What follows belongs to an exercise in optimizing a design on an open flow for small area; a production flow would make more cautious choices. In this exercise RTL edits were held to simulation tests only and were not proved equivalent to the original. No activity file was given, so power comes from the tool's default toggle rates.

==> design.v <==
module DIGITAL_CLOCK(
	RESETN, CLK,
	KEY,
	LCD_RS, LCD_RW,
	LCD_DATA, PIEZO
);
input RESETN, CLK;
input [4:0] KEY;
output reg LCD_RS, LCD_RW;
output reg [7:0] LCD_DATA;
output wire PIEZO;
wire rst = !RESETN;
localparam OP_MENU = 3'd1, OP_SETV = 3'd2, OP_SETC = 3'd3, OP_CANC = 3'd4,
           OP_INC = 3'd5, OP_DEC = 3'd6, OP_NOP = 3'd0;
reg [14:0] kcnt;
reg [1:0] ph;           
reg [2:0] op;           
reg [3:0] mode;         
reg [3:0] modep;        
reg meridian, ae;
wire k_menu = (KEY == 5'b10000);
wire k_set = (KEY == 5'b01000);
wire k_cancel = (KEY == 5'b00100);
wire k_up = (KEY == 5'b00010);
wire k_down = (KEY == 5'b00001);
wire kvalid = k_menu | k_set | k_cancel | k_up | k_down;
wire m_view = (mode[2:0] == 3'd0);
wire setc = (op == OP_SETC);
wire setting_ok = setc & ph[1];                  
wire s_or_as = setc & (ph[1] ^ ph[0]);           
wire kterm = (kcnt == 15'd23269);
wire act = kvalid & !setting_ok & kterm;
reg [2:0] eff_op;
always @(*) begin
	eff_op = OP_NOP;
	if (k_menu) eff_op = OP_MENU;
	if (k_set) eff_op = m_view ? OP_SETV : OP_SETC;
	if (k_cancel) eff_op = m_view ? OP_NOP : OP_CANC;
	if (k_up) eff_op = m_view ? OP_NOP : OP_INC;
	if (k_down) eff_op = m_view ? OP_NOP : OP_DEC;
end
always @(posedge CLK) begin
	if (rst) kcnt <= 0;
	else if (!setting_ok && kvalid) kcnt <= kterm ? 15'd0 : {kcnt[13:0], ~(kcnt[14] ^ kcnt[13])};
end
always @(posedge CLK) begin
	if (rst) ph <= 2'd0;
	else if (act) ph <= 2'd1;
	else if (ph != 2'd0) ph <= ph + 2'd1;
	if (act) op <= eff_op;
end
always @(posedge CLK) begin
	if (rst) begin
		meridian <= 1'b0;
		ae <= 1'b0;
	end else if (act && k_cancel && m_view) begin
		if (mode[3]) ae <= !ae;
		else meridian <= !meridian;
	end
end
reg [2:0] fnext;
always @(*) begin
	fnext = mode[2:0];
	case (op)
		OP_MENU: if (mode[3]) fnext = (mode[2:0] == 3'd3) ? 3'd1 : mode[2:0] + 3'd1;
		         else fnext = (mode[2:0] == 3'd6) ? 3'd1 : mode[2:0] + 3'd1;
		OP_SETV: fnext = 3'd1;
		OP_SETC, OP_CANC: fnext = 3'd0;
		default: ;
	endcase
end
always @(posedge CLK) begin
	if (rst) begin
		mode <= 4'd0;
		modep <= 4'd0;
	end else begin
		modep <= mode;
		if (ph == 2'd1) begin
			mode[2:0] <= (op == OP_MENU && m_view) ? 3'd0 : fnext;
			if (op == OP_MENU && m_view) mode[3] <= !mode[3];
		end
	end
end
wire ctl_d1 = !modep[3] & (modep[2:0] != 3'd0);    
reg ctl_d2;                                         
wire cont_start = (modep[2:0] != 3'd0);
always @(posedge CLK) begin
	if (rst) ctl_d2 <= 1'b0;
	else ctl_d2 <= ctl_d1;
end
reg [16:0] tcnt;
reg tick_d1, tick_d2;
wire tterm = (tcnt == 17'd117024);
always @(posedge CLK) begin
	if (rst || s_or_as || tterm) tcnt <= 0;
	else tcnt <= {tcnt[15:0], ~(tcnt[16] ^ tcnt[14])};
	if (rst) begin
		tick_d1 <= 1'b0;
		tick_d2 <= 1'b0;
	end else begin
		tick_d1 <= tterm;
		tick_d2 <= tick_d1;
	end
end
reg [5:0] k_sec, k_min;
reg [4:0] k_hour, k_day;
reg [6:0] k_year;
reg [3:0] k_mon;
reg [5:0] a_sec, a_min;
reg [4:0] a_hour;
reg [5:0] r_sec, r_min;
reg [4:0] r_hour, r_day;
reg [6:0] r_year;
reg [3:0] r_mon;
reg [6:0] e_val, e_hi, e_lo;
always @(*) begin
	case (mode[2:0])
		3'd1: begin e_val = mode[3] ? {2'd0, a_hour} : {2'd0, k_hour}; e_hi = 7'd23; e_lo = 7'd0; end
		3'd2: begin e_val = mode[3] ? {1'd0, a_min} : {1'd0, k_min}; e_hi = 7'd59; e_lo = 7'd0; end
		3'd3: begin e_val = mode[3] ? {1'd0, a_sec} : {1'd0, k_sec}; e_hi = 7'd59; e_lo = 7'd0; end
		3'd4: begin e_val = k_year; e_hi = 7'd99; e_lo = 7'd0; end
		3'd5: begin e_val = {3'd0, k_mon}; e_hi = 7'd12; e_lo = 7'd1; end
		default: begin e_val = {2'd0, k_day}; e_hi = 7'd31; e_lo = 7'd1; end
	endcase
end
wire e_up = (op == OP_INC);
wire [6:0] e_res = e_up ? ((e_val == e_hi) ? e_lo : e_val + 7'd1)
                        : ((e_val == e_lo) ? e_hi : e_val - 7'd1);
wire e_step = (op == OP_INC) | (op == OP_DEC);
wire k_edit = (ph == 2'd3) & e_step & !mode[3];
wire a_edit = (ph == 2'd2) & e_step & mode[3];
wire a_clr = (ph == 2'd2) & (op == OP_CANC) & mode[3];
reg [5:0] kn_sec, kn_min;
reg [4:0] kn_hour, kn_day;
reg [6:0] kn_year;
reg [3:0] kn_mon;
always @(*) begin
	kn_sec = k_sec; kn_min = k_min; kn_hour = k_hour;
	kn_day = k_day; kn_mon = k_mon; kn_year = k_year;
	if (k_edit) case (mode[2:0])
		3'd1: kn_hour = e_res[4:0];
		3'd2: kn_min = e_res[5:0];
		3'd3: kn_sec = e_res[5:0];
		3'd4: kn_year = e_res;
		3'd5: kn_mon = e_res[3:0];
		default: kn_day = e_res[4:0];
	endcase
end
reg [5:0] an_sec, an_min;
reg [4:0] an_hour;
always @(*) begin
	an_sec = a_sec; an_min = a_min; an_hour = a_hour;
	if (a_clr) begin
		an_sec = 6'd0; an_min = 6'd0; an_hour = 5'd0;
	end else if (a_edit) case (mode[2:0])
		3'd1: an_hour = e_res[4:0];
		3'd2: an_min = e_res[5:0];
		default: an_sec = e_res[5:0];
	endcase
end
wire r_load = (ph == 2'd3) & setc & !mode[3];
wire s59 = (r_sec == 6'd59);
wire m59 = (r_min == 6'd59);
wire h23 = (r_hour == 5'd23);
wire d31 = (r_day == 5'd31);
wire mo12 = (r_mon == 4'd12);
reg [5:0] rn_sec, rn_min;
reg [4:0] rn_hour, rn_day;
reg [6:0] rn_year;
reg [3:0] rn_mon;
always @(*) begin
	rn_sec = r_sec; rn_min = r_min; rn_hour = r_hour;
	rn_day = r_day; rn_mon = r_mon; rn_year = r_year;
	if (r_load) begin
		rn_sec = k_sec; rn_min = k_min; rn_hour = k_hour;
		rn_day = k_day; rn_mon = k_mon; rn_year = k_year;
	end else if (tick_d2) begin
		rn_sec = s59 ? 6'd0 : r_sec + 6'd1;
		if (s59) rn_min = m59 ? 6'd0 : r_min + 6'd1;
		if (s59 && m59) rn_hour = h23 ? 5'd0 : r_hour + 5'd1;
		if (s59 && m59 && h23) rn_day = d31 ? 5'd1 : r_day + 5'd1;
		if (s59 && m59 && h23 && d31) rn_mon = r_mon + 4'd1;
		if (s59 && m59 && h23 && d31 && mo12) rn_year = (r_year == 7'd99) ? 7'd0 : r_year + 7'd1;
	end
end
always @(posedge CLK) begin
	if (rst) begin
		k_sec <= 6'd1; k_min <= 6'd0; k_hour <= 5'd0;
		k_year <= 7'd16; k_mon <= 4'd1; k_day <= 5'd1;
		a_sec <= 6'd0; a_min <= 6'd0; a_hour <= 5'd0;
		r_sec <= 6'd0; r_min <= 6'd0; r_hour <= 5'd0;
		r_year <= 7'd16; r_mon <= 4'd1; r_day <= 5'd1;
	end else begin
		k_sec <= kn_sec; k_min <= kn_min; k_hour <= kn_hour;
		k_year <= kn_year; k_mon <= kn_mon; k_day <= kn_day;
		a_sec <= an_sec; a_min <= an_min; a_hour <= an_hour;
		r_sec <= rn_sec; r_min <= rn_min; r_hour <= rn_hour;
		r_year <= rn_year; r_mon <= rn_mon; r_day <= rn_day;
	end
end
wire [5:0] d_sec = ctl_d2 ? k_sec : r_sec;
wire [5:0] d_min = ctl_d2 ? k_min : r_min;
wire [4:0] d_hour = ctl_d2 ? k_hour : r_hour;
wire [6:0] d_year = ctl_d2 ? k_year : r_year;
wire [3:0] d_mon = ctl_d2 ? k_mon : r_mon;
wire [4:0] d_day = ctl_d2 ? k_day : r_day;
wire eqp = ({d_hour, d_min, d_sec} == {a_hour, a_min, a_sec});
reg [21:0] ccnt;
reg stopp, doingp, aep;
wire cterm = (ccnt == 22'd3906453);
wire doing = (aep & eqp) | (!stopp & doingp);
always @(posedge CLK) begin
	if (rst) begin
		ccnt <= 0;
		stopp <= 1'b0;
		doingp <= 1'b0;
		aep <= 1'b0;
	end else begin
		if (doingp) begin
			ccnt <= cterm ? 22'd0 : {ccnt[20:0], ~(ccnt[21] ^ ccnt[20])};
			if (cterm) stopp <= 1'b1;
		end else
			stopp <= 1'b0;
		doingp <= doing;
		aep <= ae;
	end
end
reg [14:0] pcnt;
reg [6:0] ord;        
reg [7:0] snd_cnt;    
reg buff;
wire pterm = (pcnt == 15'd25566);
wire [2:0] note;
assign note[0] = (ord == 7'd1) | (ord == 7'd2) | (ord == 7'd5) | (ord == 7'd6) | (ord == 7'd9) | (ord == 7'd11) | (ord == 7'd13) | (ord == 7'd25) | (ord == 7'd33) | (ord == 7'd34) | (ord == 7'd37) | (ord == 7'd38) | (ord == 7'd41) | (ord == 7'd43) | (ord == 7'd45) | (ord == 7'd53) | (ord == 7'd54) | (ord == 7'd57) | (ord == 7'd58) | (ord == 7'd59) | (ord == 7'd60);
assign note[1] = (ord == 7'd3) | (ord == 7'd4) | (ord == 7'd5) | (ord == 7'd6) | (ord == 7'd7) | (ord == 7'd8) | (ord == 7'd17) | (ord == 7'd19) | (ord == 7'd21) | (ord == 7'd35) | (ord == 7'd36) | (ord == 7'd37) | (ord == 7'd38) | (ord == 7'd39) | (ord == 7'd40) | (ord == 7'd49) | (ord == 7'd51) | (ord == 7'd55) | (ord == 7'd56) | (ord == 7'd57) | (ord == 7'd58) | (ord == 7'd59) | (ord == 7'd60);
assign note[2] = (ord == 7'd27) | (ord == 7'd29);
wire snd_ge = (note == 3'd0) | ((note == 3'd1) & (snd_cnt >= 8'd151)) |
              ((note == 3'd2) & (snd_cnt >= 8'd169)) | ((note == 3'd3) & (snd_cnt >= 8'd190)) |
              ((note == 3'd4) & (snd_cnt >= 8'd127));
wire snd_hit = ae & snd_ge;
always @(posedge CLK) begin
	if (rst) begin
		pcnt <= 0;
		ord <= 7'd0;
		snd_cnt <= 8'd0;
		buff <= 1'b0;
	end else begin
		if (pterm) begin
			pcnt <= 0;
			ord <= (ord == 7'd68) ? 7'd2 : ord + 7'd1;
		end else
			pcnt <= {pcnt[13:0], ~(pcnt[14] ^ pcnt[13])};
		if (snd_hit) snd_cnt <= 8'd0;
		else if (snd_cnt != 8'd255) snd_cnt <= snd_cnt + 8'd1;
		if (snd_hit && doing) buff <= !buff;
	end
end
assign PIEZO = buff;
reg [14:0] bcnt;
reg blink;
wire bterm = (bcnt == 15'd30649);
always @(posedge CLK) begin
	if (rst) begin
		bcnt <= 0;
		blink <= 1'b0;
	end else if (cont_start) begin
		if (bterm) begin
			bcnt <= 0;
			blink <= !blink;
		end else
			bcnt <= {bcnt[13:0], ~(bcnt[14] ^ bcnt[13])};
	end else
		blink <= 1'b0;
end
reg [4:0] f_h;    
reg [5:0] f_m;    
reg [5:0] f_s;    
reg [6:0] f_y;    
reg [4:0] f_mo;   
reg [4:0] f_d;    
reg ap, merp;
wire [2:0] f = mode[2:0];
wire al = mode[3];
reg [4:0] hc;
reg [5:0] mc, sc;
reg [6:0] yc;
reg [4:0] moc, dc;
always @(*) begin
	hc = f_h; mc = f_m; sc = f_s; yc = f_y; moc = f_mo; dc = f_d;
	if (m_view) begin
		hc = al ? a_hour : d_hour;
		mc = al ? a_min : d_min;
		sc = al ? a_sec : d_sec;
		yc = al ? 7'd127 : d_year;
		moc = al ? 5'd16 : {1'b0, d_mon};
		dc = al ? 5'd0 : d_day;
	end else begin
		if (f == 3'd1) hc = blink ? 5'd31 : (al ? a_hour : d_hour);
		if (f == 3'd2 && blink) hc = al ? a_hour : d_hour;
		if (f == 3'd2) mc = blink ? 6'd63 : (al ? a_min : d_min);
		if (f == 3'd3 && blink) mc = al ? a_min : d_min;
		if (f == 3'd3) sc = blink ? 6'd63 : (al ? a_sec : d_sec);
		if (((!al && f == 3'd4) || (al && f == 3'd1)) && blink) sc = al ? a_sec : d_sec;
		if (!al && f == 3'd4) yc = blink ? 7'd127 : d_year;
		if (!al && f == 3'd5 && blink) yc = d_year;
		if (!al && f == 3'd5) moc = blink ? 5'd16 : {1'b0, d_mon};
		if (!al && f == 3'd6 && blink) moc = {1'b0, d_mon};
		if (!al && f == 3'd6) dc = blink ? 5'd0 : d_day;
		if (!al && f == 3'd1 && blink) dc = d_day;
	end
end
wire h_blank = (hc == 5'd31);
wire pm = (d_hour >= 5'd12);
always @(posedge CLK) begin
	f_h <= (meridian && !h_blank && pm) ? d_hour - 5'd12 : hc;
	f_m <= mc; f_s <= sc; f_y <= yc; f_mo <= moc; f_d <= dc;
	if (meridian && !h_blank) ap <= pm;
	merp <= meridian;
end
localparam S_DELAY = 3'd0, S_FSET = 3'd1, S_EMODE = 3'd2, S_DISP = 3'd3,
           S_LINE1 = 3'd4, S_LINE2 = 3'd5;
reg [2:0] state;
reg [6:0] lcnt;
always @(posedge CLK) begin
	if (rst) begin
		state <= S_DELAY;
		lcnt <= 7'd0;
	end else begin
		case (state)
			S_DELAY: begin
				if (lcnt == 7'd70) begin state <= S_FSET; lcnt <= 7'd0; end
				else lcnt <= lcnt + 7'd1;
			end
			S_FSET, S_DISP, S_EMODE: begin
				if (lcnt == 7'd30) begin
					state <= (state == S_FSET) ? S_DISP : (state == S_DISP) ? S_EMODE : S_LINE1;
					lcnt <= 7'd0;
				end else lcnt <= lcnt + 7'd1;
			end
			S_LINE1, S_LINE2: begin
				if (lcnt == 7'd17) begin state <= (state == S_LINE1) ? S_LINE2 : S_LINE1; lcnt <= 7'd0; end
				else lcnt <= lcnt + 7'd1;
			end
			default: begin state <= S_DELAY; lcnt <= 7'd0; end
		endcase
	end
end
wire line2 = (state == S_LINE2);
wire [4:0] lc = lcnt[4:0];
reg [6:0] fv;
reg fblank, ftens, isdig;
reg [7:0] ch;
always @(*) begin
	fv = 7'd0; fblank = 1'b0; ftens = 1'b0; isdig = 1'b1; ch = 8'h20;
	case ({line2, lc})
		{1'b0, 5'd2}, {1'b0, 5'd3}: begin fv = {2'd0, f_h}; fblank = (f_h[4] & f_h[3]); end
		{1'b0, 5'd5}, {1'b0, 5'd6}: begin fv = {1'd0, f_m}; fblank = (f_m[5:2] == 4'hf); end
		{1'b0, 5'd8}, {1'b0, 5'd9}: begin fv = {1'd0, f_s}; fblank = (f_s[5:2] == 4'hf); end
		{1'b1, 5'd4}, {1'b1, 5'd5}: begin fv = f_y; fblank = (f_y[6:4] == 3'h7); end
		{1'b1, 5'd7}, {1'b1, 5'd8}: begin fv = {3'd0, f_mo[3:0]}; fblank = f_mo[4]; end
		{1'b1, 5'd10}, {1'b1, 5'd11}: begin fv = {2'd0, f_d}; fblank = (f_d == 5'd0); end
		default: isdig = 1'b0;
	endcase
	case ({line2, lc})
		{1'b0, 5'd2}, {1'b0, 5'd5}, {1'b0, 5'd8}, {1'b1, 5'd4}, {1'b1, 5'd7}, {1'b1, 5'd10}: ftens = 1'b1;
		default: ftens = 1'b0;
	endcase
	case ({line2, lc})
		{1'b0, 5'd4}, {1'b0, 5'd7}: ch = 8'h3a;
		{1'b0, 5'd11}: ch = merp ? (ap ? 8'h50 : 8'h41) : 8'h20;
		{1'b0, 5'd12}: ch = merp ? 8'h4d : 8'h20;
		{1'b0, 5'd14}: ch = modep[3] ? 8'h98 : 8'h20;
		{1'b0, 5'd15}: ch = cont_start ? 8'ha9 : 8'h20;
		{1'b1, 5'd2}: ch = modep[3] ? 8'h20 : 8'h32;
		{1'b1, 5'd3}: ch = modep[3] ? 8'h20 : 8'h30;
		{1'b1, 5'd6}: ch = modep[3] ? 8'h20 : 8'h59;
		{1'b1, 5'd9}: ch = modep[3] ? 8'h20 : 8'h4d;
		{1'b1, 5'd12}: ch = modep[3] ? 8'h20 : 8'h44;
		{1'b1, 5'd14}: ch = doingp ? 8'h91 : 8'h20;
		{1'b1, 5'd15}: ch = aep ? 8'h98 : 8'h20;
		default: ch = 8'h20;
	endcase
end
function [7:0] bcd7;
	input [6:0] b;
	integer i;
	reg [7:0] r;
	begin
		r = 8'd0;
		for (i = 6; i >= 0; i = i - 1) begin
			if (r[3:0] >= 4'd5) r[3:0] = r[3:0] + 4'd3;
			if (r[7:4] >= 4'd5) r[7:4] = r[7:4] + 4'd3;
			r = {r[6:0], b[i]};
		end
		bcd7 = r;
	end
endfunction
wire [7:0] fbcd = bcd7(fv);
wire [3:0] digit = ftens ? fbcd[7:4] : fbcd[3:0];
wire [7:0] chr = isdig ? (fblank ? 8'h20 : {4'h3, digit}) : ch;
always @(posedge CLK) begin
	if (rst) begin
		LCD_RS <= 1'b1;
		LCD_RW <= 1'b1;
		LCD_DATA <= 8'h00;
	end else begin
		case (state)
			S_FSET: begin LCD_RS <= 1'b0; LCD_RW <= 1'b0; LCD_DATA <= 8'h3c; end
			S_DISP: begin LCD_RS <= 1'b0; LCD_RW <= 1'b0; LCD_DATA <= 8'h0c; end
			S_EMODE: begin LCD_RS <= 1'b0; LCD_RW <= 1'b0; LCD_DATA <= 8'h06; end
			S_LINE1, S_LINE2: begin
				LCD_RW <= 1'b0;
				if (lcnt == 7'd0) begin
					LCD_RS <= 1'b0;
					LCD_DATA <= line2 ? 8'hc0 : 8'h80;
				end else if (lcnt <= 7'd16) begin
					LCD_RS <= 1'b1;
					LCD_DATA <= chr;
				end else begin
					LCD_RS <= 1'b1;
					LCD_DATA <= 8'h20;
				end
			end
			default: begin LCD_RS <= 1'b1; LCD_RW <= 1'b1; LCD_DATA <= 8'h00; end
		endcase
	end
end
endmodule
==> flow/run.sh <==
#!/bin/bash
# Own flow: the standard synthesis, then the combinational cells re-mapped by a stronger
# ABC script (flip-flops untouched), then the standard layout of that netlist.
set -euo pipefail
W=$(pwd)
R=$W/orfs/results/${FLOW_PLATFORM}/DIGITAL_CLOCK/base
YOSYS=$FLOW_HOME/../tools/install/yosys/bin/yosys
[ -x "$YOSYS" ] || YOSYS=yosys

bash standard.sh synth > std_synth.log 2>&1
cp "$R/1_2_yosys.v" "$W/std_synth_netlist.v"

export REOPT_LIB=$FLOW_HOME/platforms/${FLOW_PLATFORM}/lib/sky130_fd_sc_hd__tt_025C_1v80.lib
export REOPT_IN=$W/std_synth_netlist.v
export REOPT_OUT=$W/reopt_netlist.v
export REOPT_ABC=$W/flow/reopt.abc
"$YOSYS" -c "$W/flow/reopt.tcl" > reopt.log 2>&1

# the flip-flops must be exactly the standard synthesis's
grep -oE '^\s*sky130_fd_sc_hd__\w*df\w*\s+\S+' "$REOPT_IN" | sort > ff_std.txt
grep -oE '^\s*sky130_fd_sc_hd__\w*df\w*\s+\S+' "$REOPT_OUT" | sort > ff_reopt.txt
cmp ff_std.txt ff_reopt.txt

cp "$REOPT_OUT" "$R/1_2_yosys.v"
touch "$R/1_2_yosys.v"
bash standard.sh > std_layout.log 2>&1
==> flow/reopt.abc <==
strash
dch -f
map -a
mfs2
strash
dch -f
amap
topo
==> flow/reopt.tcl <==
# Re-map the combinational cells of the standard synthesis netlist with a stronger ABC
# script. Flip-flops stay the same instances (names and cell types): they are made black
# boxes before the netlist is flattened, so only the logic between them changes.
yosys -import
set lib $::env(REOPT_LIB)
read_liberty -overwrite -ignore_miss_func -setattr liberty_cell $lib
foreach m [split [string trim [tee -q -s result.string select -list-mod A:liberty_cell]] "\n"] {
  if {[regexp {__(df|edf|sdf|dl|sdl|einv|ebuf|conb|tap|fill|decap|diode)} $m]} { blackbox $m }
}
read_verilog -overwrite $::env(REOPT_IN)
hierarchy -top DIGITAL_CLOCK
flatten
opt_clean -purge
set du {}
foreach c {sky130_fd_sc_hd__probe_p_8 sky130_fd_sc_hd__probec_p_8 sky130_fd_sc_hd__lpflow_bleeder_1 sky130_fd_sc_hd__lpflow_clkbufkapwr_1 sky130_fd_sc_hd__lpflow_clkbufkapwr_16 sky130_fd_sc_hd__lpflow_clkbufkapwr_2 sky130_fd_sc_hd__lpflow_clkbufkapwr_4 sky130_fd_sc_hd__lpflow_clkbufkapwr_8 sky130_fd_sc_hd__lpflow_clkinvkapwr_1 sky130_fd_sc_hd__lpflow_clkinvkapwr_16 sky130_fd_sc_hd__lpflow_clkinvkapwr_2 sky130_fd_sc_hd__lpflow_clkinvkapwr_4 sky130_fd_sc_hd__lpflow_clkinvkapwr_8 sky130_fd_sc_hd__lpflow_decapkapwr_12 sky130_fd_sc_hd__lpflow_decapkapwr_3 sky130_fd_sc_hd__lpflow_decapkapwr_4 sky130_fd_sc_hd__lpflow_decapkapwr_6 sky130_fd_sc_hd__lpflow_decapkapwr_8 sky130_fd_sc_hd__lpflow_inputiso0n_1 sky130_fd_sc_hd__lpflow_inputiso0p_1 sky130_fd_sc_hd__lpflow_inputiso1n_1 sky130_fd_sc_hd__lpflow_inputiso1p_1 sky130_fd_sc_hd__lpflow_inputisolatch_1 sky130_fd_sc_hd__lpflow_isobufsrc_1 sky130_fd_sc_hd__lpflow_isobufsrc_16 sky130_fd_sc_hd__lpflow_isobufsrc_2 sky130_fd_sc_hd__lpflow_isobufsrc_4 sky130_fd_sc_hd__lpflow_isobufsrc_8 sky130_fd_sc_hd__lpflow_isobufsrckapwr_16 sky130_fd_sc_hd__lpflow_lsbuf_lh_hl_isowell_tap_1 sky130_fd_sc_hd__lpflow_lsbuf_lh_hl_isowell_tap_2 sky130_fd_sc_hd__lpflow_lsbuf_lh_hl_isowell_tap_4 sky130_fd_sc_hd__lpflow_lsbuf_lh_isowell_4 sky130_fd_sc_hd__lpflow_lsbuf_lh_isowell_tap_1 sky130_fd_sc_hd__lpflow_lsbuf_lh_isowell_tap_2 sky130_fd_sc_hd__lpflow_lsbuf_lh_isowell_tap_4} { lappend du -dont_use $c }
abc -script $::env(REOPT_ABC) -liberty $lib {*}$du
select -assert-none t:$*
opt_clean -purge
hilomap -singleton -hicell sky130_fd_sc_hd__conb_1 HI -locell sky130_fd_sc_hd__conb_1 LO
splitnets
opt_clean -purge
tee -o $::env(REOPT_OUT).stat stat -liberty $lib
write_verilog -noattr -nohex -nodec $::env(REOPT_OUT)
==> standard.sh <==
#!/bin/bash
# synth_recipe.tcl (not shown) runs the flow's synth.tcl, then flattens the netlist and writes it again
# the make line also repeats each setting of config.mk as NAME=value (left out here)
make -C /OpenROAD-flow-scripts/flow DESIGN_CONFIG=/design/flow/config.mk WORK_HOME=/design/flow/orfs CLKGATE_MAP_FILE= SYNTH_SCRIPT=/design/flow/synth_recipe.tcl "${@:-finish}"
==> config.mk <==
export PLATFORM = sky130hd
export DESIGN_NAME = DIGITAL_CLOCK
export DESIGN_NICKNAME = DIGITAL_CLOCK
export VERILOG_FILES = /design/flow/design.v
export SDC_FILE = /design/flow/constraint.sdc
export NUM_CORES = 4
export LEC_CHECK = 0
export ABC_AREA = 1
export CAP_MARGIN = 20
export CORE_MARGIN = 2
export CORE_UTILIZATION = 60
export CTS_BUF_LIST = sky130_fd_sc_hd__clkbuf_2 sky130_fd_sc_hd__clkbuf_4
export CTS_CLUSTER_SIZE = 30
export SLEW_MARGIN = 20
==> constraint.sdc <==
create_clock -name core_clock -period 10.0 [get_ports {CLK}]
set_input_delay 2.0000 -clock core_clock [delete_from_list [all_inputs] [get_ports {CLK}]]
set_output_delay 2.0000 -clock core_clock [all_outputs]
set_load 0.01 [all_outputs]
==> run notes, run 1 <==
The die covers between 20,000 and 25,000 um^2. The instance count on the critical path came out at 31. The number of hold buffers added after CTS came out at 0. The final max-slew violation count came out at 0. The number of maximum-capacitance violations came out at 0. The worst setup path is launched from a flip-flop.

The mean routed wirelength per cell came out at ~18 um. Leaving out fill and tap cells, the most frequent cell in the layout is nor2_1. For this run, the number of Yosys warnings is 1.

The average cell area after synthesis came out at 7.940 um^2. The horizontal die dimension came out at 145.8 um. The cell area after synthesis is between 10,000 and 15,000 um^2. The count of port buffers added during placement came out at 17. On the final layout, the worst clock skew is between 0.04 and 0.05 ns.

The accumulated negative setup slack came out at 0 ns. Once the clock tree was built, the setup fixing pass inserted 0 buffers. The global-route wire length before repair is between 50,000 and 60,000 um. The HPWL after detailed placement is 24,170 um. For the pin with the worst max-slew slack, the measured transition is around 1.2 ns. The number of antenna violations at the first check in global routing was 1. The number of nets at the end of the flow is around 1,600. The core occupancy in the finished layout came out at 0.6923.

The cell row count came out at 51. The via count of the first global-routing pass is roughly 11,000. The run finished with no timing, DRC or antenna violations.

The combined global-route utilization of all metal layers is 0.3153. The remaining global-route overflow came out at 0. In this run the worst path has a maximum fanout of 7.

The top cell types in the final layout, fill and taps aside, are nor2_1, clkinv_1, dfxtp_1. The total clock sinks is around 260. In this run the tightest slew margin relative to its limit is 0.1941. The cell count of the worst hold path came out at 0.

Summed over all layers, the routed wires come to between 30,000 and 40,000 um. Once detail routing completed, the nets flagged for antenna violations numbered 0. The worst hold slack across all endpoints is around 0.38 ns. The total of cells resized after clock tree synthesis is 0. The maximum clock frequency is approximately 0.16 GHz. In this design, the critical path's most frequently occurring cell is nor2_1. Counting the buffers created by CTS gives 70. The number of H-tree branching levels is 3. The period utilization came out at 0.6147. The total power came out at 2.159 mW. The clock period minus worst slack is approximately 6.1 ns.

The number of buffers and inverters on the critical path is 6. The arrival time at the worst endpoint is 6.67 ns. The ratio of cells with drive above 1 in the final layout came out at 0.07558.

The number of filler instances in the final layout came out at 1,721. The number of remaining DRC errors is 0. The area added between synthesis and finish came out at 12.38%. The number of buffers on the longest clock path is 3. TritonCTS built the clock tree. The standard cell core area came out at about 20,000 um^2. The net count of the mapped netlist is between 1,500 and 2,000. The violation count after the first detailed-routing iteration is around 1,200. By startpoint and endpoint, the worst setup path is classified as reg -> reg. At the end of routability-driven placement, the weighted congestion stood at between 0.9 and 1.

The maximum number of pins on one net before global-route repair came out at 59. STA puts the critical path data required time at ~11 ns. VDD sags by at most between 0.1 and 0.15 mV. The cell depth of the worst flop-to-flop path is 31. The total power density per cell area came out at ~160 nW/um^2. The standby leakage power is 4.658 nW. In this run the clock root is driven by a clkbuf_4.

Setup violations remaining at the end of the flow were counted as 0. The source-to-sink clock delay at the later pin of the worst-skew pair is around 0.70 ns. The worst setup path is captured at a flip-flop.

From bottom edge to top edge, the die measures between 100 and 150 um. The largest individual stage delay along the critical path comes from the cell nor3_1. The worst register-to-register path has a setup slack of 3.85 ns. For this configuration, the core starts out at a cell density of 0.6161. The gate count of the mapped netlist is between 1,500 and 2,000. The number of search-and-repair iterations in the first detailed-routing pass is 7. Broken down by cell family, the worst path's largest delay share belongs to simple AND/OR/NAND/NOR gates.

The largest single stage delay on the critical path is around 0.66 ns. In this run the count of I/O pins placed on the die edge is 18. Setup repair after global routing left no endpoint under its margin.

The routed via count is ~12,000. The path category of the worst min-delay check is reg -> reg. The final count of hold timing violations is 0. The clock-pin slew on the worst setup and hold paths came out at around 0.06 ns.

The post-detailed-route via-to-cell ratio came out at 6.185.
## metrics by stage
step / worst slack, ns / instance area, um^2 / std cells
global placement: 4.368 / 12640 / 1812
detailed placement: 4.034 / 12650 / 1812
finish: 3.853 / 13560 / 1933
CTS: 3.997 / 13550 / 1931
floorplan: 4.043 / 12070 / 1520
global route: 3.152 / 13560 / 1933
## area by class of cell
class / instances / area (um^2) / share of cell area
timing repair buffer: 28 / 247.7 / 0.01827
inverter: 226 / 848.3 / 0.06255
clock buffer: 101 / 758.2 / 0.05590
tap: 265 / 331.6 / 0.02445
multi-input combinational: 1033 / 5677 / 0.4185
clock inverter: 18 / 142.6 / 0.01052
antenna: 1 / 2.502 / 0.0001845
sequential: 261 / 5555 / 0.4096
## routing by layer
| metal | up-vias | GRT usage | wire [um] |
|---|---|---|---|
| met5 | - | 0 | 0 |
| met4 | 0 | 0.1441 | 1278 |
| met3 | 106 | 0.06270 | 2894 |
| met2 | 538 | 0.4993 | 15260 |
| met1 | 5489 | 0.4184 | 14420 |
| li1 | 5822 | - | - |
## final timing paths
| check | start | end |
|---|---|---|
| hold reg to reg | meridian | merp |
| setup reg to reg | state[1] | LCD_DATA[2] |
| setup / recovery | state[1] | LCD_DATA[2] |
| hold / removal | meridian | merp |
## where the power goes
part / switching [mW] / internal [mW] / total (mW)
combinational: 0.0799 / 0.0402 / 0.120
clock: 0.439 / 0.518 / 0.957
sequential: 0.0105 / 1.07 / 1.08
## registers in the layout, summed over array words and instances, names as in the netlist, 6 cells and up
name	flops
LCD_DATA	8
a_min	6
a_sec	6
bcnt	15
ccnt	22
f_m	6
f_s	6
f_y	7
k_min	6
k_sec	6
k_year	7
kcnt	15
lcnt	7
ord	7
pcnt	15
r_min	6
r_sec	6
r_year	7
snd_cnt	8
tcnt	17
## worst register-to-register path, delay by kind of cell, from the launching register on
kind            cells  cell delay [ns]
flops               1             0.42
simple gates       16             2.53
buf+inv             6             1.02
compound gates      9             2.01
==> run 2, diff against run 1 <==
--- a/design.v
+++ b/design.v
@@ -12,10 +12,9 @@
 wire rst = !RESETN;
 localparam OP_MENU = 3'd1, OP_SETV = 3'd2, OP_SETC = 3'd3, OP_CANC = 3'd4,
-           OP_INC = 3'd5, OP_DEC = 3'd6, OP_NOP = 3'd0;
+           OP_INC = 3'd5, OP_DEC = 3'd6, OP_TOG = 3'd7, OP_NOP = 3'd0;
 reg [14:0] kcnt;
 reg [1:0] ph;           
 reg [2:0] op;           
 reg [3:0] mode;         
-reg [3:0] modep;        
 reg meridian, ae;
 wire k_menu = (KEY == 5'b10000);
@@ -36,5 +35,5 @@
 	if (k_menu) eff_op = OP_MENU;
 	if (k_set) eff_op = m_view ? OP_SETV : OP_SETC;
-	if (k_cancel) eff_op = m_view ? OP_NOP : OP_CANC;
+	if (k_cancel) eff_op = m_view ? OP_TOG : OP_CANC;
 	if (k_up) eff_op = m_view ? OP_NOP : OP_INC;
 	if (k_down) eff_op = m_view ? OP_NOP : OP_DEC;
@@ -73,7 +72,5 @@
 	if (rst) begin
 		mode <= 4'd0;
-		modep <= 4'd0;
 	end else begin
-		modep <= mode;
 		if (ph == 2'd1) begin
 			mode[2:0] <= (op == OP_MENU && m_view) ? 3'd0 : fnext;
@@ -82,24 +79,19 @@
 	end
 end
-wire ctl_d1 = !modep[3] & (modep[2:0] != 3'd0);    
-reg ctl_d2;                                         
-wire cont_start = (modep[2:0] != 3'd0);
-always @(posedge CLK) begin
-	if (rst) ctl_d2 <= 1'b0;
-	else ctl_d2 <= ctl_d1;
-end
+wire flip_ctl = (op == OP_SETV) | (op == OP_SETC) | (op == OP_CANC);    
+wire ph2 = (ph == 2'd2);
+wire alarm_d1 = mode[3] ^ (ph2 & (op == OP_MENU) & m_view);
+wire cont_start = !m_view ^ (ph2 & flip_ctl);                           
+wire ctl_d1 = (!mode[3] & !m_view) ^ (ph2 & flip_ctl & !mode[3]);       
+wire ctl_d2 = (!mode[3] & !m_view) ^ (ph[1] & flip_ctl & !mode[3]);     
+wire merp = meridian ^ ((ph == 2'd1) & (op == OP_TOG) & !mode[3]);
+wire aep = ae ^ ((ph == 2'd1) & (op == OP_TOG) & mode[3]);
 reg [16:0] tcnt;
-reg tick_d1, tick_d2;
-wire tterm = (tcnt == 17'd117024);
+wire tick_d2 = (tcnt == 17'd117024);
 always @(posedge CLK) begin
-	if (rst || s_or_as || tterm) tcnt <= 0;
+	if (rst) tcnt <= 17'd98304;
+	else if ((ph == 2'd3) && setc) tcnt <= 17'd65536;
+	else if (tick_d2) tcnt <= 0;
 	else tcnt <= {tcnt[15:0], ~(tcnt[16] ^ tcnt[14])};
-	if (rst) begin
-		tick_d1 <= 1'b0;
-		tick_d2 <= 1'b0;
-	end else begin
-		tick_d1 <= tterm;
-		tick_d2 <= tick_d1;
-	end
 end
 reg [5:0] k_sec, k_min;
@@ -207,5 +199,5 @@
 wire eqp = ({d_hour, d_min, d_sec} == {a_hour, a_min, a_sec});
 reg [21:0] ccnt;
-reg stopp, doingp, aep;
+reg stopp, doingp;
 wire cterm = (ccnt == 22'd3906453);
 wire doing = (aep & eqp) | (!stopp & doingp);
@@ -215,5 +207,4 @@
 		stopp <= 1'b0;
 		doingp <= 1'b0;
-		aep <= 1'b0;
 	end else begin
 		if (doingp) begin
@@ -223,5 +214,4 @@
 			stopp <= 1'b0;
 		doingp <= doing;
-		aep <= ae;
 	end
 end
@@ -279,5 +269,5 @@
 reg [4:0] f_mo;   
 reg [4:0] f_d;    
-reg ap, merp;
+reg ap;
 wire [2:0] f = mode[2:0];
 wire al = mode[3];
@@ -316,5 +306,4 @@
 	f_m <= mc; f_s <= sc; f_y <= yc; f_mo <= moc; f_d <= dc;
 	if (meridian && !h_blank) ap <= pm;
-	merp <= meridian;
 end
 localparam S_DELAY = 3'd0, S_FSET = 3'd1, S_EMODE = 3'd2, S_DISP = 3'd3,
@@ -370,11 +359,11 @@
 		{1'b0, 5'd11}: ch = merp ? (ap ? 8'h50 : 8'h41) : 8'h20;
 		{1'b0, 5'd12}: ch = merp ? 8'h4d : 8'h20;
-		{1'b0, 5'd14}: ch = modep[3] ? 8'h98 : 8'h20;
+		{1'b0, 5'd14}: ch = alarm_d1 ? 8'h98 : 8'h20;
 		{1'b0, 5'd15}: ch = cont_start ? 8'ha9 : 8'h20;
-		{1'b1, 5'd2}: ch = modep[3] ? 8'h20 : 8'h32;
-		{1'b1, 5'd3}: ch = modep[3] ? 8'h20 : 8'h30;
-		{1'b1, 5'd6}: ch = modep[3] ? 8'h20 : 8'h59;
-		{1'b1, 5'd9}: ch = modep[3] ? 8'h20 : 8'h4d;
-		{1'b1, 5'd12}: ch = modep[3] ? 8'h20 : 8'h44;
+		{1'b1, 5'd2}: ch = alarm_d1 ? 8'h20 : 8'h32;
+		{1'b1, 5'd3}: ch = alarm_d1 ? 8'h20 : 8'h30;
+		{1'b1, 5'd6}: ch = alarm_d1 ? 8'h20 : 8'h59;
+		{1'b1, 5'd9}: ch = alarm_d1 ? 8'h20 : 8'h4d;
+		{1'b1, 5'd12}: ch = alarm_d1 ? 8'h20 : 8'h44;
 		{1'b1, 5'd14}: ch = doingp ? 8'h91 : 8'h20;
 		{1'b1, 5'd15}: ch = aep ? 8'h98 : 8'h20;
--- a/flow/run.sh
+++ b/flow/run.sh
@@ -24,3 +24,7 @@
 cp "$REOPT_OUT" "$R/1_2_yosys.v"
 touch "$R/1_2_yosys.v"
+
+# port buffers: the smallest buffer; clock tree: small buffers, no dummy loads
+export BUFFER_PORTS_ARGS="-buffer_cell sky130_fd_sc_hd__buf_1"
+export CTS_ARGS="-sink_clustering_enable -repair_clock_nets -dont_use_dummy_load -buf_list {sky130_fd_sc_hd__clkbuf_16} -sink_clustering_size 40 -sink_clustering_max_diameter 80"
 bash standard.sh > std_layout.log 2>&1
--- a/config.mk
+++ b/config.mk
@@ -10,5 +10,3 @@
 export CORE_MARGIN = 2
 export CORE_UTILIZATION = 60
-export CTS_BUF_LIST = sky130_fd_sc_hd__clkbuf_2 sky130_fd_sc_hd__clkbuf_4
-export CTS_CLUSTER_SIZE = 30
 export SLEW_MARGIN = 20
==> run 2 against run 1 <==
  * Combinational power decreased by 8%
  * Sequential power about the same
  * Clock-buffer cell count decreased by 88
  * Utilization decreased by 3.5 points
  * Worst setup slack improved by 0.89 ns
  * Cell count decreased by 5.0%
  * Synthesized cell count increased by 0.46%
  * Synthesized area decreased by 1.1%
  * Critical path depth decreased by 5
  * Register-to-register slack improved by 0.89 ns
  * Total power decreased by 21%
==> run notes, run 2 <==
The total detailed-routing wirelength came out at 33,610 um (was 33,860 um). The register with the most flip-flops is ccnt (unchanged). The violation count after the first detailed-routing iteration came to 1,172 (was 1,191). The total clock sinks came out at 252 (was 261). The source-to-sink clock delay at the later pin of the worst-skew pair is 0.50 ns (was 0.70 ns). The number of antenna repair diodes came out at 0 (was 1). The number of flip-flops under the largest register name is 22 (unchanged). The final max-slew violation count is 0 (unchanged). The number of antenna violations at the first check in global routing came out at 0 (was 1).

The post-detailed-route via-to-cell ratio came to 6.335 (was 6.185). Outcome: no timing/DRC/antenna violations (unchanged). The standard cell core area is 19,460 um^2 (was 19,590 um^2).

The number of buffers on the longest clock path came out at 3 (unchanged). The kind of end point of the critical path is a flip-flop (unchanged). The number of remaining DRC errors came out at 0 (unchanged). The count of buffers added by post-CTS timing repair for setup is 0 (unchanged). The global-route wire length before repair came out at 54,010 um (was 55,260 um).

The number of H-tree branching levels is 1 (was 3). The number of nets with antenna violations after detailed routing came to 0 (unchanged). The slew at the pin closest to its max-slew limit came out at 1.102 ns (was 1.201 ns).

The total power density per cell area came to 133.1 nW/um^2 (was 159.2 nW/um^2). The class of the most critical setup path is reg -> reg (unchanged). The via count of the first global-routing pass came to 10,500 (was 11,170). The worst reg-to-reg setup slack is 4.74 ns (was 3.85 ns). The net count of the mapped netlist is 1,534 (was 1,527).

The post-route standard cell area excluding fillers was 12,790 um^2 (was 13,560 um^2). The path category of the worst min-delay check is reg -> reg (unchanged). The number of filler instances in the final layout was 1,726 (was 1,721). The worst slew margin relative to its limit is 0.2601 (was 0.1941).

The cell at the root of the clock tree is clkbuf_16 (was clkbuf_4). The number of nets at the end of the flow is 1,581 (was 1,627). The remaining global-route overflow came out at 0 (unchanged).

The CTS buffer count came out at 13 (was 70). The core occupancy in the finished layout is 0.6574 (was 0.6923). The worst-case clock skew is 0.06671 ns (was 0.04094 ns). The maximum number of pins on one net before global-route repair is 48 (was 59). The gate count of the mapped netlist came out at 1,527 (was 1,520).

The critical-path maximum fanout is 12 (was 7). The count of port buffers added during placement is 17 (unchanged). The routed via count is 11,640 (was 11,960). Highest-count cells in the layout ignoring fill and taps: nor2_1, dfxtp_1, clkinv_1 (was nor2_1, clkinv_1, dfxtp_1).

The number of search-and-repair iterations in the first detailed-routing pass is 5 (was 7). The final count of hold timing violations is 0 (unchanged). The combined global-route utilization of all metal layers was 0.3112 (was 0.3153).

The overall die area is 21,040 um^2 (was 21,260 um^2). The HPWL after detailed placement is 25,010 um (was 24,170 um). The vertical die dimension came out at 145.1 um (was 145.8 um). The effective utilization at floorplan came to 0.6134 (was 0.6161). The maximum clock frequency came to 0.1901 GHz (was 0.1627 GHz). The number of top-level pins came to 18 (unchanged).

The accumulated negative setup slack came to 0 ns (unchanged). The critical path required time is 10.38 ns (was 10.52 ns). The post-place instance area is 12,470 um^2 (was 12,650 um^2). The clock period minus worst slack is 5.259 ns (was 6.147 ns). RSZ-0062 raised after global routing: false (unchanged). The placer congestion estimate is 1.002 (was 0.9482).

The standby leakage power is 4.219 nW (was 4.658 nW). The cell row count came to 51 (unchanged). The worst hold slack across all endpoints is 0.4344 ns (was 0.3803 ns). The post-placement cell count is 1,824 (was 1,812). The largest voltage drop on the vdd net came out at 0.1248 mV (was 0.1232 mV).

The number of hold buffers added after CTS came out at 0 (unchanged). The area added between synthesis and finish was 7.180% (was 12.38%). The final count of negative-setup-slack endpoints came out at 0 (unchanged). The clock-pin slew on the worst setup and hold paths is 0.12 ns (was 0.06 ns). The horizontal die dimension is 145.1 um (was 145.8 um). The mean routed wirelength per cell came out at 18.30 um (was 17.52 um). The Yosys warning count came out at 1 (unchanged).

The ratio of cells with drive above 1 in the final layout came out at 0.02226 (was 0.07558). The cell area after synthesis came out at 11,940 um^2 (was 12,070 um^2). The average cell area after synthesis is 7.818 um^2 (was 7.940 um^2). The period utilization was 0.5259 (was 0.6147). Top Registers: ccnt (22), tcnt (17) (unchanged). The commonest non-fill, non-tap cell in the layout is nor2_1 (unchanged). The total of cells resized after clock tree synthesis came out at 0 (unchanged).

The number of maximum-capacitance violations came out at 0 (unchanged). The final instance count without filler cells is 1,837 (was 1,933). The type of element launching the critical path was a flip-flop (unchanged). The clock tree from TritonCTS is yes (unchanged). The arrival time at the worst endpoint was 5.64 ns (was 6.67 ns).
## run 2: final timing paths
check / from / end / cells after the start
worst max-delay path: state[0] / LCD_DATA[1] / 26
worst min-delay path: tcnt[2] / tcnt[3] / 2
worst max register to register: state[0] / LCD_DATA[1] / 26
worst min register to register: tcnt[2] / tcnt[3] / 2
## run 2: critical path, cell delays in order (launching register included)
cell      delay, ns
dfxtp_1        0.41
clkinv_1       0.12
nor3_1         0.33
clkinv_1       0.15
nor2_1         0.19
clkinv_1       0.30
nor3_1         0.77
a222oi_1       0.35
a21oi_1        0.31
o21ai_0        0.14
o21ai_0        0.26
nand2_1        0.15
clkinv_1       0.06
o22ai_1        0.08
nor2_1         0.09
nor2_1         0.06
nor2_1         0.20
nor2_1         0.06
a21oi_1        0.20
a21oi_1        0.12
nor2_1         0.17
clkinv_1       0.11
o21ai_0        0.15
o21ai_0        0.09
o21ai_0        0.15
nand3_1        0.09
nand2_1        0.08
## run 2: where the power goes
| group | switching, mW | total, mW | internal [mW] |
|---|---|---|---|
| combinational | 0.0768 | 0.111 | 0.0343 |
| clock | 0.305 | 0.540 | 0.235 |
| sequential | 0.0141 | 1.05 | 1.04 |
## run 2: through the flow
step           setup WS (ns)  total power [mW]
4_1_cts                4.813             1.709
6_report               4.741             1.703
5_1_grt                4.062             1.761
3_3_place_gp           5.048             1.183
2_1_floorplan          3.670             1.149
3_5_place_dp           4.883             1.184
## run 2: layout make-up
type	instances	area, um^2	share of cell area
timing repair buffer	32	177.7	0.01389
inverter	206	773.2	0.06043
sequential	252	5375	0.4201
tap	265	331.6	0.02591
multi-input combinational	1069	5812	0.4542
clock buffer	13	325.3	0.02543
## run 2: routing by layer
| layer | vias up | share of wire | GRT usage | routed length, um |
|---|---|---|---|---|
| met4 | 0 | 0.031 | 0.09951 | 1057 |
| met3 | 81 | 0.080 | 0.04057 | 2702 |
| met2 | 459 | 0.45 | 0.5040 | 15160 |
| li1 | 5701 | - | - | - |
| met5 | - | 0 | 0 | 0 |
| met1 | 5397 | 0.44 | 0.4352 | 14690 |
==> run 3, diff against run 2 <==
--- a/flow/run.sh
+++ b/flow/run.sh
@@ -27,4 +27,4 @@
 # port buffers: the smallest buffer; clock tree: small buffers, no dummy loads
 export BUFFER_PORTS_ARGS="-buffer_cell sky130_fd_sc_hd__buf_1"
-export CTS_ARGS="-sink_clustering_enable -repair_clock_nets -dont_use_dummy_load -buf_list {sky130_fd_sc_hd__clkbuf_16} -sink_clustering_size 40 -sink_clustering_max_diameter 80"
+export CTS_ARGS="-sink_clustering_enable -repair_clock_nets -dont_use_dummy_load -buf_list {sky130_fd_sc_hd__clkbuf_8} -sink_clustering_size 20 -sink_clustering_max_diameter 60"
 bash standard.sh > std_layout.log 2>&1
==> run 3 against run 2 <==
  * Clock-buffer cell count grew 8
  * Global-route usage grew 0.12 points
  * Cell area shrank 0.24%
  * Synthesized area is the same
  * Cell count grew 0.49%
  * Sequential cell count is the same
  * Sequential power is essentially flat
  * Maximum frequency shrank 0.11%
  * Critical path depth is the same
  * Wire length grew 0.41%
  * First-iteration DRC count shrank 7.9%
  * Total power shrank 2.1%
  * Largest power group unchanged
  * Highest routed layer unchanged
==> run notes, run 3 <==
The number of hold buffers added after CTS came to 0 (unchanged). The total detailed-routing wirelength came out at 33,750 um (was 33,610 um). The mean routed wirelength per cell came out at 18.28 um (was 18.30 um). The accumulated negative setup slack was 0 ns (unchanged).

The largest voltage drop on the vdd net came out at 0.1268 mV (was 0.1248 mV). The number of antenna violations at the first check in global routing came out at 0 (unchanged). The ratio of cells with drive above 1 in the final layout is 0.02720 (was 0.02226). The commonest non-fill, non-tap cell in the layout is nor2_1 (unchanged).

The area added between synthesis and finish is 6.918% (was 7.180%). The combined global-route utilization of all metal layers is 0.3124 (was 0.3112). The maximum number of pins on one net before global-route repair is 48 (unchanged). The Yosys warning count is 1 (unchanged). The horizontal die dimension is 145.1 um (unchanged). The number of maximum-capacitance violations came out at 0 (unchanged).

The count of port buffers added during placement is 17 (unchanged). The worst hold slack across all endpoints came out at 0.4218 ns (was 0.4344 ns). The clock-pin slew on the worst setup and hold paths came to 0.10 ns (was 0.12 ns).

The worst slew margin relative to its limit is 0.2481 (was 0.2601). The standby leakage power is 4.216 nW (was 4.219 nW). The worst-case clock skew came out at 0.05033 ns (was 0.06671 ns).

The number of H-tree branching levels came out at 1 (unchanged). The kind of end point of the critical path is a flip-flop (unchanged). The clock tree from TritonCTS was yes (unchanged). The net count of the mapped netlist is 1,534 (unchanged). The remaining global-route overflow is 0 (unchanged).

The number of nets at the end of the flow came out at 1,590 (was 1,581). The switching part of the total came out at 0.2444 (was 0.2328). The cell area after synthesis was 11,940 um^2 (unchanged). The clock period minus worst slack came out at 5.265 ns (was 5.259 ns). The post-detailed-route via-to-cell ratio came to 6.337 (was 6.335). The total power density per cell area is 130.6 nW/um^2 (was 133.1 nW/um^2). The number of nets with antenna violations after detailed routing is 0 (unchanged). The standard cell core area is 19,460 um^2 (unchanged). The total clock sinks is 252 (unchanged). The register with the most flip-flops is ccnt (unchanged).

The number of flip-flops under the largest register name came to 22 (unchanged). The slew at the pin closest to its max-slew limit is 1.126 ns (was 1.102 ns). The overall die area is 21,040 um^2 (unchanged). The cell row count is 51 (unchanged).

Top Registers: ccnt (22), tcnt (17) (unchanged). The switching power summed over all nets came out at 0.4075 mW (was 0.3964 mW). The vertical die dimension came to 145.1 um (unchanged). The count of buffers added by post-CTS timing repair for setup came out at 0 (unchanged). The critical-path maximum fanout is 12 (unchanged). The number of top-level pins is 18 (unchanged).

The arrival time at the worst endpoint is 5.70 ns (was 5.64 ns). Highest-count cells in the layout ignoring fill and taps: nor2_1, dfxtp_1, clkinv_1 (unchanged). The number of search-and-repair iterations in the first detailed-routing pass is 7 (was 5). The share of power burned in combinational logic is 0.067 (was 0.065). The routed via count is 11,700 (was 11,640).

The number of remaining DRC errors came out at 0 (unchanged). The source-to-sink clock delay at the later pin of the worst-skew pair is 0.57 ns (was 0.50 ns). The number of antenna repair diodes is 0 (unchanged). The average cell area after synthesis came out at 7.818 um^2 (unchanged). The global-route wire length before repair came out at 54,190 um (was 54,010 um). The final max-slew violation count came out at 0 (unchanged). The gate count of the mapped netlist came out at 1,527 (unchanged). The number of buffers on the longest clock path came out at 3 (unchanged).

The fraction of power consumed by the clock network is 0.303 (was 0.317). The total power is 1.667 mW (was 1.703 mW). The placer congestion estimate is 1.002 (unchanged). The path category of the worst min-delay check is reg -> reg (unchanged). The maximum clock frequency came out at 0.1899 GHz (was 0.1901 GHz). The period utilization was 0.5265 (was 0.5259). The effective utilization at floorplan came out at 0.6134 (unchanged). RSZ-0062 raised after global routing: false (unchanged). The violation count after the first detailed-routing iteration came out at 1,079 (was 1,172). The critical path required time is 10.43 ns (was 10.38 ns). The final count of negative-setup-slack endpoints is 0 (unchanged). Outcome: no timing/DRC/antenna violations (unchanged). The final count of hold timing violations came to 0 (unchanged). The via count of the first global-routing pass came out at 10,580 (was 10,500).

The type of element launching the critical path is a flip-flop (unchanged). The HPWL after detailed placement came out at 25,010 um (unchanged). The cell at the root of the clock tree is clkbuf_8 (was clkbuf_16). The class of the most critical setup path is reg -> reg (unchanged).

The internal power summed over all cells came out at 1.260 mW (was 1.306 mW). The CTS buffer count was 21 (was 13). The total of cells resized after clock tree synthesis came out at 0 (unchanged). The register share of total power is 0.631 (was 0.618).
-- run 3: cell count changes in the layout (fill, tap and decap cells not counted), sizes merged --
| cell | previous run | this run |
|---|---|---|
| clkbuf | 14 | 22 |
| buf | 31 | 32 |
-- run 3: layout make-up --
class,count,area (um^2)
timing repair buffer,33,185.2
sequential,252,5375
inverter,206,773.2
multi-input combinational,1069,5809
clock buffer,21,289.0
fill,1723,6699
tap,265,331.6
-- run 3: final timing paths --
| kind | from | to | slack, ns | cells past startpoint |
|---|---|---|---|---|
| max | state[0] | LCD_DATA[2] | 4.73 | 26 |
| min | tcnt[2] | tcnt[3] | 0.42 | 2 |
| max reg2reg | state[0] | LCD_DATA[2] | 4.73 | 26 |
| min reg2reg | tcnt[2] | tcnt[3] | 0.42 | 2 |
-- run 3: worst max-delay path, stage by stage, from the launching register on --
cell	delay [ns]
dfxtp_1	0.39
clkinv_1	0.12
nor3_1	0.33
clkinv_1	0.14
nor2_1	0.18
clkinv_1	0.29
nor3_1	0.80
a222oi_1	0.35
a21oi_1	0.32
nand2_1	0.10
o21ai_0	0.11
o21ai_0	0.15
nand2_1	0.15
clkinv_1	0.07
o22ai_1	0.18
nor2_1	0.06
nor2_1	0.14
nor2_1	0.09
nor2_1	0.09
a21oi_1	0.07
a21oi_1	0.21
nor2_1	0.09
nor2b_1	0.15
o22ai_1	0.09
o22ai_1	0.14
o21ai_0	0.09
a31o_1	0.23
-- run 3: through the flow --
stage	instance area [um^2]	setup slack, ns	util	instances
after floorplan	11940	3.670	-	1527
after global placement	12470	5.048	0.6406	1824
after detailed placement	12470	4.883	0.6406	1824
after CTS	12760	4.845	0.6554	1845
after global routing	12760	4.106	0.6558	1846
final	12760	4.735	0.6558	1846
-- run 3: power groups by stage --
stage	sequential, mW	clock, mW	combinational, mW
2_1_floorplan	1.07	0	0.0744
3_3_place_gp	1.07	0	0.109
3_5_place_dp	1.07	0	0.109
4_1_cts	1.05	0.514	0.110
5_1_grt	1.05	0.550	0.125
6_report	1.05	0.505	0.111
-- run 3: layer usage --
layer	vias to the layer above	wire, um	share of wire	track usage
met5	-	0	0	0
met4	0	1034	0.031	0.1015
met3	87	2741	0.081	0.04717
met2	479	15150	0.45	0.5031
met1	5414	14820	0.44	0.4346
li1	5718	-	-	-
==> run 4, diff against run 3 <==
--- a/flow/run.sh
+++ b/flow/run.sh
@@ -27,4 +27,4 @@
 # port buffers: the smallest buffer; clock tree: small buffers, no dummy loads
 export BUFFER_PORTS_ARGS="-buffer_cell sky130_fd_sc_hd__buf_1"
-export CTS_ARGS="-sink_clustering_enable -repair_clock_nets -dont_use_dummy_load -buf_list {sky130_fd_sc_hd__clkbuf_8} -sink_clustering_size 20 -sink_clustering_max_diameter 60"
+export CTS_ARGS="-sink_clustering_enable -repair_clock_nets -dont_use_dummy_load -buf_list {sky130_fd_sc_hd__clkbuf_4 sky130_fd_sc_hd__clkbuf_8} -sink_clustering_size 12 -sink_clustering_max_diameter 40"
 bash standard.sh > std_layout.log 2>&1
==> run 4 against run 3 <==
  * Die area stayed put
  * Cell area increased by 1.5%
  * Largest cell class unchanged
  * Total power is 9.1% higher
  * Critical path type unchanged
  * Synthesized area unchanged
  * Global-route usage up 0.44 points
  * Worst setup slack gained 0.042 ns
  * Sequential power is essentially flat
  * Wire length is 0.43% higher
  * Still clean
  * Sequential share of layout area down 0.63 points
==> run notes, run 4 <==
The combined global-route utilization of all metal layers is 0.3168 (was 0.3124). The violation count after the first detailed-routing iteration is 1,196 (was 1,079). The vertical die dimension came out at 145.1 um (unchanged). The startpoint of the tightest hold check path is tcnt[2] (unchanged). The net count of the mapped netlist was 1,534 (unchanged). The mean routed wirelength per cell is 18.22 um (was 18.28 um). The hold-critical path endpoint is tcnt[3] (unchanged). The via count of the first global-routing pass came out at 10,770 (was 10,580). The number of search-and-repair iterations in the first detailed-routing pass was 8 (was 7). The number of flip-flops under the largest register name is 22 (unchanged). The total detailed-routing wirelength came out at 33,890 um (was 33,750 um). The register with the most flip-flops is ccnt (unchanged).

The HPWL after detailed placement came out at 25,010 um (unchanged). The Yosys warning count came out at 1 (unchanged). The worst slew margin relative to its limit is 0.2541 (was 0.2481).

The total of cells resized after clock tree synthesis came to 0 (unchanged). The cell count of the worst hold path came to 2 (unchanged). The number of nets with antenna violations after detailed routing was 0 (unchanged). The clock tree from TritonCTS is yes (unchanged). Top Registers: ccnt (22), tcnt (17) (unchanged). The number of buffers on the longest clock path came out at 3 (unchanged).

The total power density per cell area came out at 140.4 nW/um^2 (was 130.6 nW/um^2). The gate count of the mapped netlist is 1,527 (unchanged). The slew at the pin closest to its max-slew limit is 1.111 ns (was 1.126 ns). The area added between synthesis and finish is 8.532% (was 6.918%). The most used cell along the critical path is nor2_1 (unchanged). The arrival time at the worst endpoint was 5.68 ns (was 5.70 ns).

The worst-case clock skew is 0.04140 ns (was 0.05033 ns). The post-detailed-route via-to-cell ratio came out at 6.381 (was 6.337). The overall die area is 21,040 um^2 (unchanged). The commonest non-fill, non-tap cell in the layout was nor2_1 (unchanged). The path category of the worst min-delay check was reg -> reg (unchanged). Outcome: no timing/DRC/antenna violations (unchanged). The placer congestion estimate came out at 1.002 (unchanged). The cell at the root of the clock tree was clkbuf_8 (unchanged). The routed via count came to 11,870 (was 11,700). The delay of the slowest cell on the worst path was 0.77 ns (was 0.80 ns).

The clock period minus worst slack came out at 5.223 ns (was 5.265 ns). The critical-path maximum fanout came to 12 (unchanged). The clock-pin slew on the worst setup and hold paths came out at 0.07 ns (was 0.10 ns).

The cell area after synthesis came out at 11,940 um^2 (unchanged). The critical path's slowest cell is nor3_1 (unchanged). The final max-slew violation count is 0 (unchanged). The count of port buffers added during placement is 17 (unchanged). The kind of end point of the critical path is a flip-flop (unchanged). The largest voltage drop on the vdd net is 0.1119 mV (was 0.1268 mV). The accumulated negative setup slack is 0 ns (unchanged).

The number of top-level pins came out at 18 (unchanged). The cell row count came out at 51 (unchanged). The beginning of the critical path was state[0] (unchanged). The global-route wire length before repair is 54,610 um (was 54,190 um). The class of the most critical setup path is reg -> reg (unchanged).

The count of buffers added by post-CTS timing repair for setup is 0 (unchanged). The number of hold buffers added after CTS came to 0 (unchanged). The number of antenna violations at the first check in global routing was 0 (unchanged). The number of maximum-capacitance violations is 0 (unchanged). The type of element launching the critical path is a flip-flop (unchanged). The ratio of cells with drive above 1 in the final layout is 0.03574 (was 0.02720). The post-route standard cell area excluding fillers came out at 12,960 um^2 (was 12,760 um^2).

The period utilization came out at 0.5223 (was 0.5265). The number of antenna repair diodes is 0 (unchanged). The maximum clock frequency is 0.1914 GHz (was 0.1899 GHz). The remaining global-route overflow is 0 (unchanged). The total clock sinks is 252 (unchanged). The number of nets at the end of the flow is 1,604 (was 1,590). The worst reg-to-reg setup slack came out at 4.78 ns (was 4.73 ns). The final count of hold timing violations is 0 (unchanged). The CTS buffer count came out at 35 (was 21). The source-to-sink clock delay at the later pin of the worst-skew pair came out at 0.54 ns (was 0.57 ns). The maximum number of pins on one net before global-route repair is 48 (unchanged). The critical path required time is 10.45 ns (was 10.43 ns).

The reg-to-reg endpoint was LCD_DATA[1] (was LCD_DATA[2]). The number of filler instances in the final layout was 1,701 (was 1,723). Highest-count cells in the layout ignoring fill and taps: nor2_1, dfxtp_1, clkinv_1 (unchanged). RSZ-0062 raised after global routing: false (unchanged). The horizontal die dimension is 145.1 um (unchanged). The final count of negative-setup-slack endpoints is 0 (unchanged). The standard cell core area is 19,460 um^2 (unchanged).

The effective utilization at floorplan came to 0.6134 (unchanged). The number of remaining DRC errors came to 0 (unchanged). The standby leakage power is 4.316 nW (was 4.216 nW). The cell depth of the worst flop-to-flop path is 26 (unchanged).

The post-place instance area came out at 12,470 um^2 (unchanged). The average cell area after synthesis came out at 7.818 um^2 (unchanged). The number of H-tree branching levels came out at 2 (was 1). The origin of the critical flop-to-flop path was state[0] (unchanged).
==> run 4: cell count changes in the layout (fill, tap and decap cells not counted) <==
cell	change
clkbuf_8	+14
==> run 4: routing by layer <==
| metal | vias up | wire length, um | share of wire | GRT usage |
|---|---|---|---|---|
| met3 | 110 | 2940 | 0.087 | 0.05220 |
| met4 | 0 | 1235 | 0.036 | 0.1275 |
| met2 | 537 | 15170 | 0.45 | 0.5048 |
| met5 | - | 0 | 0 | 0 |
| met1 | 5481 | 14550 | 0.43 | 0.4323 |
| li1 | 5740 | - | - | - |
==> run 4: final cells by class <==
type,count,area [um^2],share of cell area
inverter,206,773.2,0.05968
tap,265,331.6,0.02559
clock buffer,35,481.7,0.03718
timing repair buffer,33,185.2,0.01429
sequential,252,5375,0.4149
multi-input combinational,1069,5809,0.4484
==> run 4: worst max path at each step <==
stage                     slack [ns]          end
after detailed placement        4.88  LCD_DATA[2]
after global placement          5.05  LCD_DATA[2]
after floorplan                 3.67         buff
after global routing            4.11  LCD_DATA[1]
final                           4.78  LCD_DATA[1]
after CTS                       4.85  LCD_DATA[2]
==> run 4: stage by stage <==
stage            util  hold WS, ns  setup WS, ns  power (mW)  instances
2_1_floorplan       -       0.4030         3.670       1.149       1527
3_3_place_gp   0.6406       0.4045         5.048       1.183       1824
3_5_place_dp   0.6406       0.4190         4.883       1.184       1824
4_1_cts        0.6653       0.4141         4.848       1.829       1859
5_1_grt        0.6657       0.4429         4.109       1.882       1860
6_report       0.6657       0.4108         4.777       1.819       1860
==> run 4: worst max-delay path: cells and delay by family, from the launching register on <==
kind,cells,cell delay [ns]
AND/OR/NAND/NOR,11,2.16
buffers and inverters,5,0.73
AO/OA/AOI/OAI,10,1.85
flip-flops,1,0.39
==> run 4: power by group <==
| part | leakage (nW) | internal (mW) | total [mW] | switching (mW) |
|---|---|---|---|---|
| clock network | 0.252 | 0.310 | 0.655 | 0.345 |
| logic | 1.92 | 0.0342 | 0.111 | 0.0767 |
| registers | 2.15 | 1.04 | 1.05 | 0.0142 |
==> run 5, diff against run 4 <==
--- a/flow/run.sh
+++ b/flow/run.sh
@@ -27,4 +27,4 @@
 # port buffers: the smallest buffer; clock tree: small buffers, no dummy loads
 export BUFFER_PORTS_ARGS="-buffer_cell sky130_fd_sc_hd__buf_1"
-export CTS_ARGS="-sink_clustering_enable -repair_clock_nets -dont_use_dummy_load -buf_list {sky130_fd_sc_hd__clkbuf_4 sky130_fd_sc_hd__clkbuf_8} -sink_clustering_size 12 -sink_clustering_max_diameter 40"
+export CTS_ARGS="-sink_clustering_enable -repair_clock_nets -dont_use_dummy_load -buf_list {sky130_fd_sc_hd__clkbuf_2 sky130_fd_sc_hd__clkbuf_4} -sink_clustering_size 30"
 bash standard.sh > std_layout.log 2>&1
==> run 5 against run 4 <==
  * Still clean
  * Via count rose by 0.80%
  * Utilization up 0.084 points
  * Wire length increased by 1.1%
  * Maximum frequency barely moved
  * Worst setup slack worse by 0.0018 ns
  * Global-route usage up 0.18 points
  * Non-clock buffer count decreased by 1
  * Register-to-register slack barely moved
  * Critical path depth stayed put
  * Cell area increased by 0.13%
  * Hold slack better by 0.0093 ns
  * Synthesized area stayed put
  * Largest cell class unchanged
  * Largest power group unchanged
==> run notes, run 5 <==
The overall die area is 21,040 um^2 (unchanged). The global-route wire length before repair came out at 54,750 um (was 54,610 um). The horizontal die dimension came out at 145.1 um (unchanged). The maximum clock frequency is 0.1914 GHz (about the same). The clock period minus worst slack came out at 5.225 ns (was 5.223 ns).

The number of filler instances in the final layout is 1,731 (was 1,701). The average cell area after synthesis came to 7.818 um^2 (unchanged). The uppermost signal routing layer after detailed routing is met5 (was met4).

The source-to-sink clock delay at the later pin of the worst-skew pair is 0.68 ns (was 0.54 ns). The effective utilization at floorplan is 0.6134 (unchanged). The number of remaining DRC errors came out at 0 (unchanged).

The via count of the first global-routing pass is 10,920 (was 10,770). The cell at the root of the clock tree is clkbuf_4 (was clkbuf_8). The worst slew margin relative to its limit was 0.2664 (was 0.2541). RSZ-0062 raised after global routing: false (unchanged). The type of element launching the critical path is a flip-flop (unchanged). The ratio of cells with drive above 1 in the final layout was 0.05412 (was 0.03574). The smallest setup slack after layout came out at 4.775 ns (was 4.777 ns). The Yosys warning count was 1 (unchanged). The number of nets with antenna violations after detailed routing was 0 (unchanged). The period utilization is 0.5225 (was 0.5223).

The total power came out at 1.827 mW (was 1.819 mW). The area occupied by multi-input gates came to 5809 um^2 (unchanged). The area used by sequential logic in the layout came to 5375 um^2 (unchanged). The count of port buffers added during placement is 17 (unchanged).

The number of maximum-capacitance violations came to 0 (unchanged). The routed via count came out at 11,960 (was 11,870). The number of hold buffers added after CTS is 0 (unchanged). The class of the most critical setup path is reg -> reg (unchanged). The number of flip-flops under the largest register name came out at 22 (unchanged). The commonest non-fill, non-tap cell in the layout is nor2_1 (unchanged). The post-route standard cell area excluding fillers came out at 12,970 um^2 (was 12,960 um^2). The register with the most flip-flops is ccnt (unchanged).

The slew at the pin closest to its max-slew limit came out at 1.093 ns (was 1.111 ns). The area added between synthesis and finish was 8.668% (was 8.532%). The post-place instance area came out at 12,470 um^2 (unchanged). The gate count of the mapped netlist is 1,527 (unchanged).

The total clock sinks was 252 (unchanged). The count of buffers added by post-CTS timing repair for setup was 0 (unchanged). The violation count after the first detailed-routing iteration came out at 1,146 (was 1,196).

The final count of hold timing violations was 0 (unchanged). The clock tree from TritonCTS was yes (unchanged). The number of H-tree branching levels is 3 (was 2). The arrival time at the worst endpoint came out at 5.75 ns (was 5.68 ns).

The vertical die dimension came out at 145.1 um (unchanged). The wire length on met1 came out at 14,880 um (was 14,550 um). Outcome: no timing/DRC/antenna violations (unchanged). The cell row count is 51 (unchanged).

The worst-case clock skew came out at 0.06471 ns (was 0.04140 ns).
## run 5: routing by layer
metal,vias up,track usage
met2,500,0.5062
met4,2,0.1284
met1,5525,0.4265
met3,111,0.06730
met5,-,0
li1,5825,-
## run 5: worst paths after layout
| kind | startpoint | slack (ns) | cells past startpoint | to |
|---|---|---|---|---|
| max | state[0] | 4.77 | 26 | LCD_DATA[2] |
| min | tcnt[2] | 0.42 | 2 | tcnt[3] |
| max reg2reg | state[0] | 4.77 | 26 | LCD_DATA[2] |
| min reg2reg | tcnt[2] | 0.42 | 2 | tcnt[3] |
## run 5: cell type report
| cell class | count | area share |
|---|---|---|
| multi-input cells | 1069 | 0.4478 |
| flip-flops and latches | 252 | 0.4144 |
| repair buffers | 32 | 0.01370 |
| inverters | 206 | 0.05961 |
| diodes | 1 | 0.0001929 |
| clock buffers | 67 | 0.03877 |
| well taps | 265 | 0.02556 |
## run 5: critical path: stages (launching register included)
cell,delay (ns)
dfxtp_1,0.39
clkinv_1,0.12
nor3_1,0.34
clkinv_1,0.15
nor2_1,0.18
clkinv_1,0.29
nor3_1,0.78
a222oi_1,0.35
a21oi_1,0.31
nand2_1,0.09
o21ai_0,0.11
o21ai_0,0.15
nand2_1,0.15
clkinv_1,0.07
o22ai_1,0.18
nor2_1,0.06
nor2_1,0.14
nor2_1,0.09
nor2_1,0.09
a21oi_1,0.07
a21oi_1,0.21
nor2_1,0.09
nor2b_1,0.15
o22ai_1,0.09
o22ai_1,0.14
o21ai_0,0.09
a31o_1,0.23
## run 5: power by group
part / leakage [nW] / internal (mW) / switching, mW
logic: 1.91 / 0.0343 / 0.0771
clock network: 0.308 / 0.304 / 0.358
registers: 2.15 / 1.04 / 0.0144
## run 5: through the flow
| stage | hold WS [ns] | cells |
|---|---|---|
| 6_report | 0.4201 | 1892 |
| 4_1_cts | 0.4265 | 1891 |
| 2_1_floorplan | 0.4030 | 1527 |
| 5_1_grt | 0.4591 | 1892 |
| 3_3_place_gp | 0.4045 | 1824 |
| 3_5_place_dp | 0.4190 | 1824 |

Re-timed with assumed drivers on the ports (clkbuf_16 on the clock, buf_2 on other inputs), run 5 has 4.775 ns of setup slack against 4.775 ns with ideal ports, and 4.775 ns once port delays also move by the mid clock arrival of 0.688 ns.
